Source: an optimization exercise on an open RTL-to-GDS flow (aim: small area, a short achievable clock period and few clock cycles). Production flows keep margins and buffers that such runs may drop.
Only simulation tests tie the RTL to the original design; equivalence was not proved.
The flow treats the clock pin as an ideal source, which a real chip does not have.
Power figures rest on the tool's default switching activity, not on a simulated workload.

## apb_system_top
module apb_system_top #(
    parameter ADDR_WIDTH = 32,
    parameter DATA_WIDTH = 32,
    parameter NUM_SLAVES = 3
)(
    input  wire                    pclk,
    input  wire                    presetn,
    input  wire                    transfer_req,
    input  wire [ADDR_WIDTH-1:0]   transfer_addr,
    input  wire [DATA_WIDTH-1:0]   transfer_wdata,
    input  wire                    transfer_write,
    output wire                    transfer_ready,
    output wire [DATA_WIDTH-1:0]   transfer_rdata,
    output wire                    transfer_error
);
For scale: roughly 10,000 cells after synthesis, ~6,200 flip-flops, roughly 100 I/O pins, about 220,000 µm² of cells after synthesis.
clock: 6.0 ns
lec_check: 0
cap_margin: 30
core_margin: 2
core_utilization: 70
cts_buf_list: sky130_fd_sc_hd__clkbuf_16
cts_cluster_diameter: 80
cts_cluster_size: 20
place_density: 0.75
setup_slack_margin: 3.0
slew_margin: 50
synth_hierarchical: 1
synth_minimum_keep_size: 0
tns_end_percent: 10
run.sh (not shown) runs the stock make flow with config.mk's settings and CLKGATE_MAP_FILE= SYNTH_SCRIPT=/design/flow/synth_recipe.tcl, a recipe that flattens the netlist after the stock synthesis.
Testbench counts at the start, summed over its fixed seeds: cycles 4,800.
Edit:
- CORE_UTILIZATION: 70 -> 60
- CTS_CLUSTER_DIAMETER: 80 -> 100
- CTS_CLUSTER_SIZE: 20 -> 25
- PLACE_DENSITY: 0.75 -> not set
Effect: Global-route usage goes down by 5.2 points. Utilization drops by 12 points. Wire length went up by a few percent. Final area stays flat. Total power shrinks by a few percent. Via count fell by a few percent. Clock-buffer cell count came out lower by 63. Die area went up by about a fifth.
Edit:
- CTS_CLUSTER_DIAMETER: 100 -> 80
- CTS_CLUSTER_SIZE: 25 -> 20
- GPL_ROUTABILITY_DRIVEN: not set -> 0
Result: Cell count is higher by 0.86%. Maximum frequency is about the same. Sequential share of layout area is lower by 0.67 points.
Edit:
- GPL_ROUTABILITY_DRIVEN: 0 -> not set
- SETUP_SLACK_MARGIN: 3.0 -> 2.7
The new run finished with timing, DRC and antenna clean.
Fmax came out lower by a few percent.
Final area came out lower slightly.
Power came out lower slightly.
Non-clock buffer count came out lower by 199.
Wire length came out lower slightly.
Worst setup slack degrades by 150 ps.
Global-route usage came out lower by 0.35 points.


Setup of run 1:
Another version of the RTL of apb_system_top (not shown whole).
For scale: roughly 11,000 cells after synthesis, about 100 I/O pins, roughly 220,000 µm² of cells after synthesis.
export LEC_CHECK = 0
export CAP_MARGIN = 30
export CORE_MARGIN = 2
export CORE_UTILIZATION = 60
export CTS_BUF_LIST = sky130_fd_sc_hd__clkbuf_16
export CTS_CLUSTER_DIAMETER = 100
export CTS_CLUSTER_SIZE = 25
export SETUP_SLACK_MARGIN = 3.0
export SLEW_MARGIN = 50
export SYNTH_HIERARCHICAL = 1
export SYNTH_MINIMUM_KEEP_SIZE = 0
export TNS_END_PERCENT = 30
create_clock -name core_clock -period 6.0 [get_ports {pclk}]
standard.sh (not shown) runs the stock make flow with config.mk's settings and CLKGATE_MAP_FILE= SYNTH_SCRIPT=/design/flow/synth_recipe.tcl, a recipe that flattens the netlist after the stock synthesis.
==> flow/flow/run.sh <==
#!/bin/bash
# Layout flow: the standard layout, with one extra step after clock tree
# synthesis: the cells on the slowest paths are sized (other drive strengths
# of the same cell, no new cells and no logic change) by a greedy search on
# placement parasitics, in two rounds, each followed by legalization. The
# standard flow then continues from global routing to the finished layout.
set -euo pipefail
W=$(pwd)
R=$W/orfs/results/${FLOW_PLATFORM}/apb_system_top/base
bash standard.sh "$R/4_cts.odb" > "$W/std_pass1.log" 2>&1
cp "$R/4_cts.odb" "$W/cts_pass1.odb"
ECO_IN="$W/cts_pass1.odb" ECO_SDC="$R/4_cts.sdc" ECO_OUT="$R/4_cts.odb" \
  GS_TCL="$W/flow/gsize.tcl" GS_ROUNDS="8 3" GS_PATHS=64 \
  PLATFORM_DIR="$FLOW_HOME/platforms/$FLOW_PLATFORM" \
  openroad -no_init -exit "$W/flow/ctsgs.tcl" > "$W/ctsgs.log" 2>&1
rm -f "$W/cts_pass1.odb"
bash standard.sh finish > "$W/std_pass2.log" 2>&1
==> flow/flow/ctsgs.tcl <==
# Greedy sizing on the clock-tree-synthesized placement, with placement
# parasitics, in rounds; the placement is legalized after each round.
set P $::env(PLATFORM_DIR)
read_lef $P/lef/sky130_fd_sc_hd.tlef
read_lef $P/lef/sky130_fd_sc_hd_merged.lef
read_liberty $P/lib/sky130_fd_sc_hd__tt_025C_1v80.lib
read_db $::env(ECO_IN)
read_sdc $::env(ECO_SDC)
source $P/setRC.tcl
set_propagated_clock [all_clocks]
estimate_parasitics -placement
report_worst_slack -max
source $::env(GS_TCL)
foreach iters $::env(GS_ROUNDS) {
  gs_run $iters $::env(GS_PATHS)
  report_worst_slack -max
  detailed_placement
  estimate_parasitics -placement
  report_worst_slack -max
}
check_placement
write_db $::env(ECO_OUT)
Other scripts of this flow, unchanged in this note and not shown: flow/flow/gsize.tcl
Testbench counts of run 1, summed over its fixed seeds: cycles 4,800.
Changes in run 2 relative to run 1:
-- flow/flow/run.sh --
<<< run 1, line 11
cp "$R/4_cts.odb" "$W/cts_pass1.odb"
ECO_IN="$W/cts_pass1.odb" ECO_SDC="$R/4_cts.sdc" ECO_OUT="$R/4_cts.odb" \
  GS_TCL="$W/flow/gsize.tcl" GS_ROUNDS="8 3" GS_PATHS=64 \
  PLATFORM_DIR="$FLOW_HOME/platforms/$FLOW_PLATFORM" \
  openroad -no_init -exit "$W/flow/ctsgs.tcl" > "$W/ctsgs.log" 2>&1
>>> run 2, line 11
cp "$R/4_cts.odb" "$W/cts_pass1.odb"
ECO_IN="$W/cts_pass1.odb" ECO_SDC="$R/4_cts.sdc" ECO_OUT="$R/4_cts.odb" \
  GS_TCL="$W/flow/gsize.tcl" GS_ROUNDS="8 3" GS_PATHS=128 \
  PLATFORM_DIR="$FLOW_HOME/platforms/$FLOW_PLATFORM" \
  openroad -no_init -exit "$W/flow/ctsgs.tcl" > "$W/ctsgs.log" 2>&1
-- flow/config.mk --
<<< run 1, line 16
export SYNTH_HIERARCHICAL = 1
export SYNTH_MINIMUM_KEEP_SIZE = 0
export TNS_END_PERCENT = 30
>>> run 2, line 16
export SYNTH_HIERARCHICAL = 1
export SYNTH_MINIMUM_KEEP_SIZE = 0
export TNS_END_PERCENT = 60
Results
~same switching power as a share of total power in run 1 and run 2. Hold slack is lower on run 2. Re flip-flop and latch share of the layout cell area: run 2 is 0.33 points up on run 1.
## Diff of input files: run 3 against run 2
-- flow/flow/run.sh --
<<< run 2, line 11
cp "$R/4_cts.odb" "$W/cts_pass1.odb"
ECO_IN="$W/cts_pass1.odb" ECO_SDC="$R/4_cts.sdc" ECO_OUT="$R/4_cts.odb" \
  GS_TCL="$W/flow/gsize.tcl" GS_ROUNDS="8 3" GS_PATHS=128 \
  PLATFORM_DIR="$FLOW_HOME/platforms/$FLOW_PLATFORM" \
  openroad -no_init -exit "$W/flow/ctsgs.tcl" > "$W/ctsgs.log" 2>&1
>>> run 3, line 11
cp "$R/4_cts.odb" "$W/cts_pass1.odb"
ECO_IN="$W/cts_pass1.odb" ECO_SDC="$R/4_cts.sdc" ECO_OUT="$R/4_cts.odb" \
  GS_TCL="$W/flow/gsize.tcl" GS_ROUNDS="8 3" GS_PATHS=64 \
  PLATFORM_DIR="$FLOW_HOME/platforms/$FLOW_PLATFORM" \
  openroad -no_init -exit "$W/flow/ctsgs.tcl" > "$W/ctsgs.log" 2>&1
-- flow/config.mk --
<<< run 2, line 16
export SYNTH_HIERARCHICAL = 1
export SYNTH_MINIMUM_KEEP_SIZE = 0
export TNS_END_PERCENT = 60
>>> run 3, line 16
export SYNTH_HIERARCHICAL = 1
export SYNTH_MINIMUM_KEEP_SIZE = 0
export TNS_END_PERCENT = 20
Results
- Going from run 2 to run 3, post-route clock skew decreased by 8.8 ps relative to the old numbers, total power of the final layout closely matched the old numbers, worst setup slack increased by 420 ps relative to the old numbers.
- Run 3 vs run 2: standard cell area after detailed placement up in run 3
- In the tables for run 3 and run 2, max-slew headroom at the worst pin reads higher with run 3.
- From run 2 to run 3 the numbers moved as follows: fmax +13%, sequential element share of the synthesized area saw little to no change, global-route usage shows a reduction of 0.26 points.
- A slowest cell on the critical path of a222oi_1 is what run 3 shows, while nand4_1 belongs to run 2.
- Run 2 has lower leakage component of the power than run 3.
- No stage failed in run 3, and the final checks on the layout all came back clean.
- Looking at type of the worst setup path, the in2reg result is from run 3; the reg2out one comes from run 2.
Setup changes, run 3 to run 4
-- flow/config.mk --
<<< run 3, line 16
export SYNTH_HIERARCHICAL = 1
export SYNTH_MINIMUM_KEEP_SIZE = 0
export TNS_END_PERCENT = 20
>>> run 4, line 16
export SYNTH_HIERARCHICAL = 1
export SYNTH_MINIMUM_KEEP_SIZE = 0
export TNS_END_PERCENT = 10
==> summary.txt <==
There was hardly any difference in part of the power in the clock network between run 4 and run 3. Summary of run 4 over run 3: relative area of non-clock buffer cells in the final design was more or less identical; final worst clock skew went up by 3.5 ps; internal power summed over all cells was more or less identical; post-cts repair resize count went down by 0.56%; met3 track demand over resource in global routing was more or less identical. Relative to run 3, fraction of layout cells with a size suffix above 1 has gone down in run 4. Going from run 3 to run 4, wire length after detailed routing flat; global-route usage comparable. Setup slack sits higher in run 4 than in run 3. Looking at period utilization, run 4 sits 0.24 points lower than run 3 does.


Another version of the RTL of apb_system_top (not shown whole).
Size: ~11000 cells after synthesis, ~6300 flip-flops, roughly 100 I/O pins, ~220000 um2 of cells after synthesis.
// apb_system_top
module apb_system_top #(
    parameter ADDR_WIDTH = 32,
    parameter DATA_WIDTH = 32,
    parameter NUM_SLAVES = 3
)(
    input  wire                    pclk,
    input  wire                    presetn,
    input  wire                    transfer_req,
    input  wire [ADDR_WIDTH-1:0]   transfer_addr,
    input  wire [DATA_WIDTH-1:0]   transfer_wdata,
    input  wire                    transfer_write,
    output wire                    transfer_ready,
    output wire [DATA_WIDTH-1:0]   transfer_rdata,
    output wire                    transfer_error
);
clock: 6.0 ns
lec_check: 0
cap_margin: 30
core_margin: 2
core_utilization: 60
cts_buf_list: sky130_fd_sc_hd__clkbuf_16
cts_cluster_diameter: 80
cts_cluster_size: 20
setup_slack_margin: 3.0
slew_margin: 50
synth_hierarchical: 1
synth_minimum_keep_size: 0
tns_end_percent: 10
==> flow/flow/run.sh <==
#!/bin/bash
# Layout flow: the standard layout, with one extra step after clock tree
# synthesis: the cells on the slowest paths are sized (other drive strengths
# of the same cell, no new cells and no logic change) by a greedy search on
# placement parasitics, and the placement is legalized again. The standard
# flow then continues from global routing to the finished layout.
set -euo pipefail
W=$(pwd)
R=$W/orfs/results/${FLOW_PLATFORM}/apb_system_top/base
bash standard.sh "$R/4_cts.odb" > "$W/std_pass1.log" 2>&1
cp "$R/4_cts.odb" "$W/cts_pass1.odb"
ECO_IN="$W/cts_pass1.odb" ECO_SDC="$R/4_cts.sdc" ECO_OUT="$R/4_cts.odb" \
  GS_TCL="$W/flow/gsize.tcl" GS_ITER=8 GS_PATHS=64 \
  PLATFORM_DIR="$FLOW_HOME/platforms/$FLOW_PLATFORM" \
  openroad -no_init -exit "$W/flow/ctsgs.tcl" > "$W/ctsgs.log" 2>&1
rm -f "$W/cts_pass1.odb"
bash standard.sh finish > "$W/std_pass2.log" 2>&1
Other scripts of this flow, unchanged in this note and not shown: flow/flow/ctsgs.tcl, flow/flow/gsize.tcl
The starting point produced a clean layout.
Testbench counts at the start, summed over its fixed seeds: cycles 4,800.
Then changed:
- CORE_UTILIZATION: 60 -> 55
- CTS_CLUSTER_DIAMETER: 80 -> 100
- CTS_CLUSTER_SIZE: 20 -> 25
Maximum frequency goes down by about 3.2%; wire length went up by 2.5%; combinational power increases by about 2%; global-route usage goes down by 2.2 points; register-to-register slack improves by 0.08 ns; design area is lower by 0.31%; core utilization falls by 5.8 points; final cell count grows by about 2.2%.


RTL: one of the versions met above, not the one the previous note started from.
For scale: roughly 100 I/O pins, ~220,000 µm² of cells after synthesis.
export LEC_CHECK = 0
export CAP_MARGIN = 30
export CORE_MARGIN = 2
export CORE_UTILIZATION = 60
export CTS_BUF_LIST = sky130_fd_sc_hd__clkbuf_16
export CTS_CLUSTER_DIAMETER = 100
export CTS_CLUSTER_SIZE = 25
export SETUP_SLACK_MARGIN = 3.0
export SLEW_MARGIN = 50
export SYNTH_HIERARCHICAL = 1
export SYNTH_MINIMUM_KEEP_SIZE = 0
export TNS_END_PERCENT = 10
create_clock -name core_clock -period 6.0 [get_ports {pclk}]
==> flow/flow/run.sh <==
#!/bin/bash
# Layout flow: the standard layout, with one extra step after clock tree
# synthesis: the cells on the slowest paths are sized (other drive strengths
# of the same cell, no new cells and no logic change) by a greedy search on
# placement parasitics, in two rounds, each followed by legalization. The
# standard flow then continues from global routing to the finished layout.
set -euo pipefail
W=$(pwd)
R=$W/orfs/results/${FLOW_PLATFORM}/apb_system_top/base
bash standard.sh "$R/4_cts.odb" > "$W/std_pass1.log" 2>&1
cp "$R/4_cts.odb" "$W/cts_pass1.odb"
ECO_IN="$W/cts_pass1.odb" ECO_SDC="$R/4_cts.sdc" ECO_OUT="$R/4_cts.odb" \
  GS_TCL="$W/flow/gsize.tcl" GS_ROUNDS="8 3" GS_PATHS=128 \
  PLATFORM_DIR="$FLOW_HOME/platforms/$FLOW_PLATFORM" \
  openroad -no_init -exit "$W/flow/ctsgs.tcl" > "$W/ctsgs.log" 2>&1
rm -f "$W/cts_pass1.odb"
bash standard.sh finish > "$W/std_pass2.log" 2>&1
==> flow/flow/gsize.tcl <==
# Greedy sizing of the cells on the slowest paths: for each cell on the
# worst path, try the other drive strengths of its footprint and keep the one
# that gives the best worst slack. Repeats until no change helps.
proc gs_variants {master} {
  if {![regexp {^(.*)_([0-9]+)$} $master -> base n]} { return {} }
  set out {}
  foreach c [get_lib_cells */${base}_*] {
    set nm [get_name $c]
    if {[regexp "^${base}_\[0-9\]+\$" $nm]} { lappend out $nm }
  }
  return $out
}
proc gs_dontuse {name} {
  return [regexp {probe|lpflow|clkdly|dlygate|dlymetal} $name]
}
proc gs_ep_slack {ep} {
  return [get_property $ep slack_max]
}
proc gs_run {max_iter npaths} {
  set block [ord::get_db_block]
  for {set it 0} {$it < $max_iter} {incr it} {
    set changed 0
    set paths [find_timing_paths -path_delay max -group_path_count $npaths -sort_by_slack]
    set work {}
    foreach path $paths {
      set ep [get_full_name [get_property $path endpoint]]
      set insts {}
      foreach pt [get_property $path points] {
        set pin [get_property $pt pin]
        if {[get_property $pin is_port]} continue
        lappend insts [get_full_name [$pin instance]]
      }
      lappend work [list $ep $insts]
    }
    unset paths
    foreach item $work {
      lassign $item ep insts
      set epobj [get_pins -quiet $ep]
      if {$epobj eq ""} { set epobj [get_ports $ep] }
      foreach iname $insts {
        set dbi [$block findInst $iname]
        if {$dbi eq "NULL"} continue
        set cur [[$dbi getMaster] getName]
        if {[gs_dontuse $cur]} continue
        if {[regexp {clkbuf|clkinv|tapvpwr|fill|decap} $cur]} continue
        set best $cur
        set bestep [gs_ep_slack $epobj]
        set bestws [sta::worst_slack_cmd max]
        foreach v [gs_variants $cur] {
          if {$v eq $cur || [gs_dontuse $v]} continue
          replace_cell $iname $v
          set e [gs_ep_slack $epobj]
          set w [sta::worst_slack_cmd max]
          if {$e > $bestep + 0.002 && $w >= $bestws - 0.0005} { set best $v; set bestep $e; set bestws $w }
        }
        if {[[[$block findInst $iname] getMaster] getName] ne $best} { replace_cell $iname $best }
        if {$best ne $cur} { incr changed }
      }
    }
    puts "gsize iter $it: changed $changed, worst slack [sta::worst_slack_cmd max]"
    if {$changed == 0} break
  }
}
Scripts as last shown in full above: flow/flow/ctsgs.tcl
Testbench counts at the start, summed over its fixed seeds: cycles 4,800.
Then changed:
--- a/flow/flow/run.sh
+++ b/flow/flow/run.sh
@@ -13 +13 @@
-  GS_TCL="$W/flow/gsize.tcl" GS_ROUNDS="8 3" GS_PATHS=128 \
+  GS_TCL="$W/flow/gsize.tcl" GS_ROUNDS="8 3" GS_PATHS=64 \
--- a/flow/flow/gsize.tcl
+++ b/flow/flow/gsize.tcl
@@ -4 +4 @@
-proc gs_variants {master} {
+proc gs_variants {master {iname ""}} {
@@ -5,0 +6,7 @@
+  # A port buffer (the flow may have made it a delay cell) may become a
+  # plain buffer.
+  if {[regexp {^(input|output)[0-9]+$} $iname]
+      && [regexp {__(buf|clkbuf|clkdlybuf4s[0-9]+|dlygate4sd[0-9]|dlymetal6s[0-9]s)$} $base]} {
+    return {sky130_fd_sc_hd__buf_1 sky130_fd_sc_hd__buf_2 sky130_fd_sc_hd__buf_4
+            sky130_fd_sc_hd__buf_6 sky130_fd_sc_hd__buf_8 sky130_fd_sc_hd__buf_12}
+  }
@@ -9 +16 @@
-    if {[regexp "^${base}_\[0-9\]+\$" $nm]} { lappend out $nm }
+    if {[regexp {^[0-9]+$} [string range $nm [string length ${base}_] end]]} { lappend out $nm }
@@ -44 +51 @@
-        if {[gs_dontuse $cur]} continue
+        if {[gs_dontuse $cur] && ![regexp {^(input|output)[0-9]+$} $iname]} continue
@@ -49 +56,2 @@
-        foreach v [gs_variants $cur] {
+        set hold0 [expr {min(0.0, [sta::worst_slack_cmd min])}]
+        foreach v [gs_variants $cur $iname] {
@@ -54 +62 @@
-          if {$e > $bestep + 0.002 && $w >= $bestws - 0.0005} { set best $v; set bestep $e; set bestws $w }
+          if {$e > $bestep + 0.002 && $w >= $bestws - 0.0005 && [sta::worst_slack_cmd min] >= $hold0} { set best $v; set bestep $e; set bestws $w }
Count of clock-buffer cells in the layout is unchanged.
Cell area decreases by 0.54%.
Maximum frequency decreases by 8.4%.
Worst hold slack is better by 0.0042 ns.
Utilization decreases by 0.37 points.
Area after synthesis stays the same.
Worst setup slack is worse by 0.29 ns.
Total power barely changes.
First-iteration DRC count increases by about 2.7%.
Then changed:
--- a/flow/flow/run.sh
+++ b/flow/flow/run.sh
@@ -13 +13 @@
-  GS_TCL="$W/flow/gsize.tcl" GS_ROUNDS="8 3" GS_PATHS=64 \
+  GS_TCL="$W/flow/gsize.tcl" GS_ROUNDS="8 3" GS_PATHS=256 \
--- a/flow/flow/gsize.tcl
+++ b/flow/flow/gsize.tcl
@@ -4 +4 @@
-proc gs_variants {master {iname ""}} {
+proc gs_variants {master} {
@@ -6,7 +5,0 @@
-  # A port buffer (the flow may have made it a delay cell) may become a
-  # plain buffer.
-  if {[regexp {^(input|output)[0-9]+$} $iname]
-      && [regexp {__(buf|clkbuf|clkdlybuf4s[0-9]+|dlygate4sd[0-9]|dlymetal6s[0-9]s)$} $base]} {
-    return {sky130_fd_sc_hd__buf_1 sky130_fd_sc_hd__buf_2 sky130_fd_sc_hd__buf_4
-            sky130_fd_sc_hd__buf_6 sky130_fd_sc_hd__buf_8 sky130_fd_sc_hd__buf_12}
-  }
@@ -16 +9 @@
-    if {[regexp {^[0-9]+$} [string range $nm [string length ${base}_] end]]} { lappend out $nm }
+    if {[regexp "^${base}_\[0-9\]+\$" $nm]} { lappend out $nm }
@@ -51 +44 @@
-        if {[gs_dontuse $cur] && ![regexp {^(input|output)[0-9]+$} $iname]} continue
+        if {[gs_dontuse $cur]} continue
@@ -56,2 +49 @@
-        set hold0 [expr {min(0.0, [sta::worst_slack_cmd min])}]
-        foreach v [gs_variants $cur $iname] {
+        foreach v [gs_variants $cur] {
@@ -62 +54 @@
-          if {$e > $bestep + 0.002 && $w >= $bestws - 0.0005 && [sta::worst_slack_cmd min] >= $hold0} { set best $v; set bestep $e; set bestws $w }
+          if {$e > $bestep + 0.002 && $w >= $bestws - 0.0005} { set best $v; set bestep $e; set bestws $w }
What happened:
- The changed run completed without violations
- area after synthesis is unchanged
- worst setup slack got worse by 0.17 ns
- die area stays the same
- power hardly moves
Then changed:
--- a/flow/flow/run.sh
+++ b/flow/flow/run.sh
@@ -13 +13 @@
-  GS_TCL="$W/flow/gsize.tcl" GS_ROUNDS="8 3" GS_PATHS=256 \
+  GS_TCL="$W/flow/gsize.tcl" GS_ROUNDS="8 3" GS_PATHS=64 \
Settings changed: SETUP_SLACK_MARGIN 3.0 to 2.8.
The new run finished clean.
Power drops by about 0.55%.
Cell area drops by about 1.1%.
Non-clock buffer count drops by 59.
Clock skew drops by 0.0086 ns.
Worst setup slack is better by 0.26 ns.

==> re-timing with driven ports <==
Ports are ideal in the flow. The routed layouts listed here were re-timed in OpenROAD. Step 1, drivers: a clkbuf_16 drives pclk and a buf_2 each remaining input, both assumed. Step 2 also shifts input and output timing later by t, the mid clock arrival at the registers, as if the neighbouring blocks saw the same clock. Three values: no drivers, after step 1, after step 2; two values: the first two.
run	t (ns)	setup slack, ns	worst hold slack (ns)	worst setup path after step 2	worst register clock-pin slew, ns
the first run of note 1	1.097	2.657 / 2.707 / 1.610	0.114 / 0.045 / 0.682	input to register	0.09 / 0.09
the second run of note 1	1.073	2.683 / 2.711 / 1.639	0.117 / 0.062 / 0.696	input to register	0.10 / 0.10
the third run of note 1	1.081	2.691 / 2.678 / 1.598	0.122 / 0.073 / 0.688	input to register	0.09 / 0.09
the fourth run of note 1	1.081	2.538 / 2.447 / 1.543	0.126 / 0.064 / 0.690	input to register	0.09 / 0.09
run 1	1.076	2.866 / 2.755 / 1.908	0.172 / 0.136 / 0.585	input to register	0.11 / 0.11
run 2	1.098	2.457 / 2.337 / 1.832	0.059 / 0.027 / 0.555	input to register	0.10 / 0.10
run 3	1.075	2.873 / 2.769 / 1.845	0.177 / 0.145 / 0.605	input to register	0.11 / 0.11
run 4	1.072	2.887 / 2.791 / 1.869	0.171 / 0.139 / 0.581	input to register	0.11 / 0.11
the first run of note 3	1.109	2.588 / 2.465 / 1.617	0.037 / 0.004 / 0.807	input to register	0.09 / 0.09
the second run of note 3	1.091	2.475 / 2.357 / 1.521	0.117 / 0.087 / 0.820	input to register	0.11 / 0.11
the first run of note 4	1.072	2.894 / 2.786 / 1.859	0.182 / 0.149 / 0.591	input to register	0.11 / 0.11
the second run of note 4	1.063	2.608 / 2.506 / 1.920	0.186 / 0.156 / 0.603	input to register	0.11 / 0.11
the third run of note 4	1.060	2.434 / 2.332 / 1.679	0.177 / 0.151 / 0.583	input to register	0.11 / 0.11
the fourth run of note 4	1.069	2.695 / 2.601 / 1.678	0.037 / 0.018 / 0.556	input to register	0.10 / 0.10
After both steps every run listed still meets setup and hold. For the third run of note 1, which loses most, drivers alone change the setup slack by -0.013 ns; drivers and shift together by -1.093 ns.
